Context: an optimization exercise on an open-source flow, tuned for small area, a short achievable clock period and few clock cycles. The choices shown serve that exercise and are no tape-out recipe.

==> module conv_layer, before the edit <==
module conv_layer #(
    parameter INPUT_CHANNELS = 3,
    parameter OUTPUT_CHANNELS = 32,
    parameter KERNEL_SIZE = 3,
    parameter INPUT_WIDTH = 4,
    parameter INPUT_HEIGHT = 4,
    parameter WEIGHT_BITS = 4,
    parameter ACTIVATION_BITS = 8
) (
    input wire clk,
    input wire rst_n,
    input wire [ACTIVATION_BITS-1:0] input_data,
    input wire input_valid,
    output wire input_ready,
    input wire [WEIGHT_BITS*256-1:0] weights_flat,
    input wire [7:0] weight_addr,
    input wire weight_valid,
    output wire [ACTIVATION_BITS-1:0] output_data,
    output wire output_valid,
    input wire output_ready,
    input wire start,
    output wire done,
    input wire [7:0] stride,
    input wire [7:0] padding,
    input wire [255:0] bias_flat
);
localparam TAPS = KERNEL_SIZE * KERNEL_SIZE;                   
localparam MACS = TAPS * INPUT_CHANNELS;                         
localparam NOUT = INPUT_WIDTH * INPUT_HEIGHT * OUTPUT_CHANNELS;  
reg        act;       
reg        wl;        
reg        wld;       
reg [4:0]  m;         
reg [8:0]  nc;        
reg        fin;       
reg        p1;        
reg        l1;        
reg        l2;        
reg        ov;        
reg        done_r;
reg [WEIGHT_BITS-1:0]                 wsr [0:TAPS-1];
reg [ACTIVATION_BITS-1:0]             in_reg;
reg [ACTIVATION_BITS+1:0]             prl;      
reg [ACTIVATION_BITS+1:0]             prh;      
reg [15:0]                            acc;
reg [ACTIVATION_BITS-1:0]             out_reg;
wire wload   = act & ~wl & ~(wld & (m == TAPS-1)) & weight_valid;
assign input_ready = act & wl & ~fin & ~(ov & (m == MACS-1));
wire taken   = input_valid & input_ready;
wire last_in = taken & (m == MACS-1);
wire finish  = fin & ov & output_ready;
always @(posedge clk or negedge rst_n) begin
    if (!rst_n) begin
        act    <= 1'b0;
        wl     <= 1'b0;
        wld    <= 1'b0;
        m      <= 5'd0;
        nc     <= 9'd0;
        fin    <= 1'b0;
        p1     <= 1'b0;
        l1     <= 1'b0;
        l2     <= 1'b0;
        ov     <= 1'b0;
        done_r <= 1'b0;
    end else begin
        act    <= start | (act & ~finish);
        wld    <= wload;
        p1     <= taken;
        l1     <= last_in;
        l2     <= l1;
        ov     <= l2 | (ov & ~output_ready);
        done_r <= finish;
        if (wld | taken) begin
            if ((wld & (m == TAPS-1)) | (m == MACS-1))
                m <= 5'd0;
            else
                m <= m + 5'd1;
        end
        if (finish)
            wl <= 1'b0;
        else if (wld & (m == TAPS-1))
            wl <= 1'b1;
        if (finish)
            fin <= 1'b0;
        else if (last_in & (nc == NOUT-1))
            fin <= 1'b1;
        if (last_in)
            nc <= nc + 9'd1;
    end
end
wire [7:0]  wlo = 8'd1 << weight_addr[2:0];
wire [31:0] whi = (32'd1 << weight_addr[7:3]) & {32{wload}};
wire wrot  = taken;
wire whold = ~(wld | taken);
wire [WEIGHT_BITS-1:0] w8_n;
reg  [8*WEIGHT_BITS-1:0] wpr;    
genvar b, g, e;
generate
    for (b = 0; b < WEIGHT_BITS; b = b + 1) begin : WB
        wire [31:0] gy;
        wire [7:0]  py;
        always @(posedge clk)
            wpr[8*b +: 8] <= py;
        for (g = 0; g < 32; g = g + 1) begin : WG
            wire [7:0] gd;
            for (e = 0; e < 8; e = e + 1) begin : WE
                assign gd[e] = weights_flat[WEIGHT_BITS*(8*g+e) + b];
            end
            conv_layer_sel8 u_g (.d(gd), .s(wlo), .y(gy[g]));
        end
        for (g = 0; g < 8; g = g + 1) begin : WP
            conv_layer_sel4 u_p (.d(gy[4*g +: 4]), .s(whi[4*g +: 4]), .y(py[g]));
        end
        wire n0 = ~|wpr[8*b +: 4];
        wire n1 = ~|wpr[8*b+4 +: 4];
        wire q  = ~((wsr[0][b] & wrot) | (wsr[TAPS-1][b] & whold));
        conv_layer_nand3 u_w8 (.a(n0), .b(n1), .c(q), .y(w8_n[b]));
    end
endgenerate
wire [7:0] blo = 8'd1 << nc[6:4];
wire [3:0] bhi = 4'd1 << nc[8:7];
wire [7:0] bsel;
generate
    for (b = 0; b < 8; b = b + 1) begin : BB
        wire [3:0] gy;
        for (g = 0; g < 4; g = g + 1) begin : BG
            wire [7:0] gd;
            for (e = 0; e < 8; e = e + 1) begin : BE
                assign gd[e] = bias_flat[8*(8*g+e) + b];
            end
            conv_layer_sel8 u_g (.d(gd), .s(blo), .y(gy[g]));
        end
        assign bsel[b] = |(gy & bhi);
    end
endgenerate
wire [15:0] sum = acc + prl + {prh, 2'b00};
integer i;
always @(posedge clk) begin
    if (wld | taken) begin
        for (i = 0; i < TAPS-1; i = i + 1)
            wsr[i] <= wsr[i+1];
    end
    wsr[TAPS-1] <= w8_n;
    in_reg <= taken ? input_data : {ACTIVATION_BITS{1'b0}};
    prl <= in_reg * (wsr[TAPS-1][1:0] & {2{p1}});
    prh <= in_reg * (wsr[TAPS-1][3:2] & {2{p1}});
    if (l2 | ~act)
        acc <= {8'd0, bsel};
    else
        acc <= sum;
    if (l2)
        out_reg <= sum[15] ? {ACTIVATION_BITS{1'b0}} : sum[ACTIVATION_BITS-1:0];
end
assign output_data  = out_reg;
assign output_valid = ov;
assign done         = done_r;
endmodule
Settings: LEC_CHECK=0, CAP_MARGIN=20, CORE_AREA=5 5 255 255, DIE_AREA=0 0 260 260, SETUP_SLACK_MARGIN=4.4, SLEW_MARGIN=20, SYNTH_HIERARCHICAL=1; clock period 7.0 ns.
standard.sh (not shown) runs the stock make flow with config.mk's settings and CLKGATE_MAP_FILE= SYNTH_SCRIPT=/design/flow/synth_recipe.tcl, a recipe that flattens the netlist after the stock synthesis.
==> flow/flow/run.sh <==
#!/bin/bash
# Standard ORFS layout, with every port buffered by the smallest buffer
# instead of the default clkdlybuf4s50_1, and pins one track apart so the
# die can be small. The clock pin is placed first, in the middle of the left
# edge, with no other pin within 6 um, since its wire uses wider spacing.
set -euo pipefail
export BUFFER_PORTS_ARGS="-buffer_cell sky130_fd_sc_hd__buf_1"
# die height from config.mk (DIE_AREA = 0 0 W H)
H=$(awk '/DIE_AREA/ {print $NF}' config.mk | tail -1)
Y=$(awk -v h="$H" 'BEGIN { k = int((h / 2 - 0.34) / 0.68); printf "%.2f", 0.34 + k * 0.68 }')
LO=$(awk -v y="$Y" 'BEGIN { printf "%.2f", y - 6 }')
HI=$(awk -v y="$Y" 'BEGIN { printf "%.2f", y + 6 }')
export CLK_PIN_Y="$Y"
export PRE_IO_PLACEMENT_TCL="$PWD/flow/pre_io.tcl"
export PLACE_PINS_ARGS="-min_distance 1 -min_distance_in_tracks -exclude left:${LO}-${HI}"
echo "die height $H, clk pin at y=$Y, excluded left:${LO}-${HI}" > run_info.log
bash standard.sh finish > standard.log 2>&1
==> flow/flow/pre_io.tcl <==
# Place the clock pin by itself before the other pins.
place_pin -pin_name clk -layer met3 -location [list 0 $::env(CLK_PIN_Y)] \
  -pin_size {0.8 0.3} -force_to_die_boundary
Then changed:
--- a/flow/design.v
+++ b/flow/design.v
@@ -14,8 +14,24 @@
 assign y = |(d & s);
 endmodule
 module conv_layer_nand3 (input wire a, input wire b, input wire c, output wire y);
 assign y = ~(a & b & c);
+endmodule
+module conv_layer_ready (
+    input  wire       act, wl, wld, fin, ov, l2,
+    input  wire [4:0] m,
+    input  wire [8:0] nc,
+    input  wire       rdy, start, weight_valid, input_valid, output_ready,
+    output wire       rdy_n
+);
+wire taken  = input_valid & rdy;
+wire finish = fin & ov & output_ready;
+wire act_n  = start | (act & ~finish);
+wire wl_n   = (wl | (wld & (m == 5'd8))) & ~finish;
+wire fin_n  = (fin | (taken & (m == 5'd26) & (nc == 9'd511))) & ~finish;
+wire ov_n   = l2 | (ov & ~output_ready);
+wire m26_n  = wl & ((taken & (m == 5'd25)) | (~taken & (m == 5'd26)));
+assign rdy_n = act_n & wl_n & ~fin_n & ~(ov_n & m26_n);
 endmodule
 module conv_layer #(
     parameter INPUT_CHANNELS = 3,
     parameter OUTPUT_CHANNELS = 32,
@@ -54,20 +70,26 @@
 reg        p1;        
 reg        l1;        
 reg        l2;        
 reg        ov;        
+reg        rdy;       
 reg        done_r;
 reg [WEIGHT_BITS-1:0]                 wsr [0:TAPS-1];
 reg [ACTIVATION_BITS-1:0]             in_reg;
 reg [ACTIVATION_BITS+1:0]             prl;      
 reg [ACTIVATION_BITS+1:0]             prh;      
 reg [15:0]                            acc;
 reg [ACTIVATION_BITS-1:0]             out_reg;
 wire wload   = act & ~wl & ~(wld & (m == TAPS-1)) & weight_valid;
-assign input_ready = act & wl & ~fin & ~(ov & (m == MACS-1));
-wire taken   = input_valid & input_ready;
+wire taken   = input_valid & rdy;
 wire last_in = taken & (m == MACS-1);
 wire finish  = fin & ov & output_ready;
+wire rdy_n;
+conv_layer_ready u_ready (
+    .act(act), .wl(wl), .wld(wld), .fin(fin), .ov(ov), .l2(l2), .m(m), .nc(nc),
+    .rdy(rdy), .start(start), .weight_valid(weight_valid),
+    .input_valid(input_valid), .output_ready(output_ready), .rdy_n(rdy_n)
+);
 always @(posedge clk or negedge rst_n) begin
     if (!rst_n) begin
         act    <= 1'b0;
         wl     <= 1'b0;
@@ -78,16 +100,18 @@
         p1     <= 1'b0;
         l1     <= 1'b0;
         l2     <= 1'b0;
         ov     <= 1'b0;
+        rdy    <= 1'b0;
         done_r <= 1'b0;
     end else begin
         act    <= start | (act & ~finish);
         wld    <= wload;
         p1     <= taken;
         l1     <= last_in;
         l2     <= l1;
         ov     <= l2 | (ov & ~output_ready);
+        rdy    <= rdy_n;
         done_r <= finish;
         if (wld | taken) begin
             if ((wld & (m == TAPS-1)) | (m == MACS-1))
                 m <= 5'd0;
@@ -168,8 +192,9 @@
         acc <= sum;
     if (l2)
         out_reg <= sum[15] ? {ACTIVATION_BITS{1'b0}} : sum[ACTIVATION_BITS-1:0];
 end
+assign input_ready  = rdy;
 assign output_data  = out_reg;
 assign output_valid = ov;
 assign done         = done_r;
 endmodule
Result: The new run completed without violations. Worst hold slack gains 0.011 ns. Clock skew rose by 0.0041 ns. Critical path depth rises by 2. Final area came out higher slightly. Via count went up slightly. Routed wire length fell slightly.
No functional check of the RTL was part of any run of this note.

## afterwards: timing with drivers on the ports
The flow's constraints put no driver on any port. The routed layouts listed below were extracted and timed again, unchanged, in two steps.
Step 1, drivers: a clkbuf_16 drives clk and a buf_2 each remaining input, both assumed.
Step 2, shift: input delay + t, output delay - t, t = (earliest + latest rising clock arrival at the registers) / 2. This alone moves slack from input paths to output paths.
Slacks: ideal / step 1 / step 2; pairs: ideal / step 1.
run | t, ns | setup slack, ns | cell pins on the clock port's net
the first run | 0.473 | 4.062 / 4.015 / 3.821 | 1
the second run | 0.477 | 4.349 / 4.233 / 3.756 | 1
After both steps every run listed still meets setup and hold. The setup slack of the second run, which loses most, moves by -0.116 ns with the drivers and by -0.593 ns with both steps.
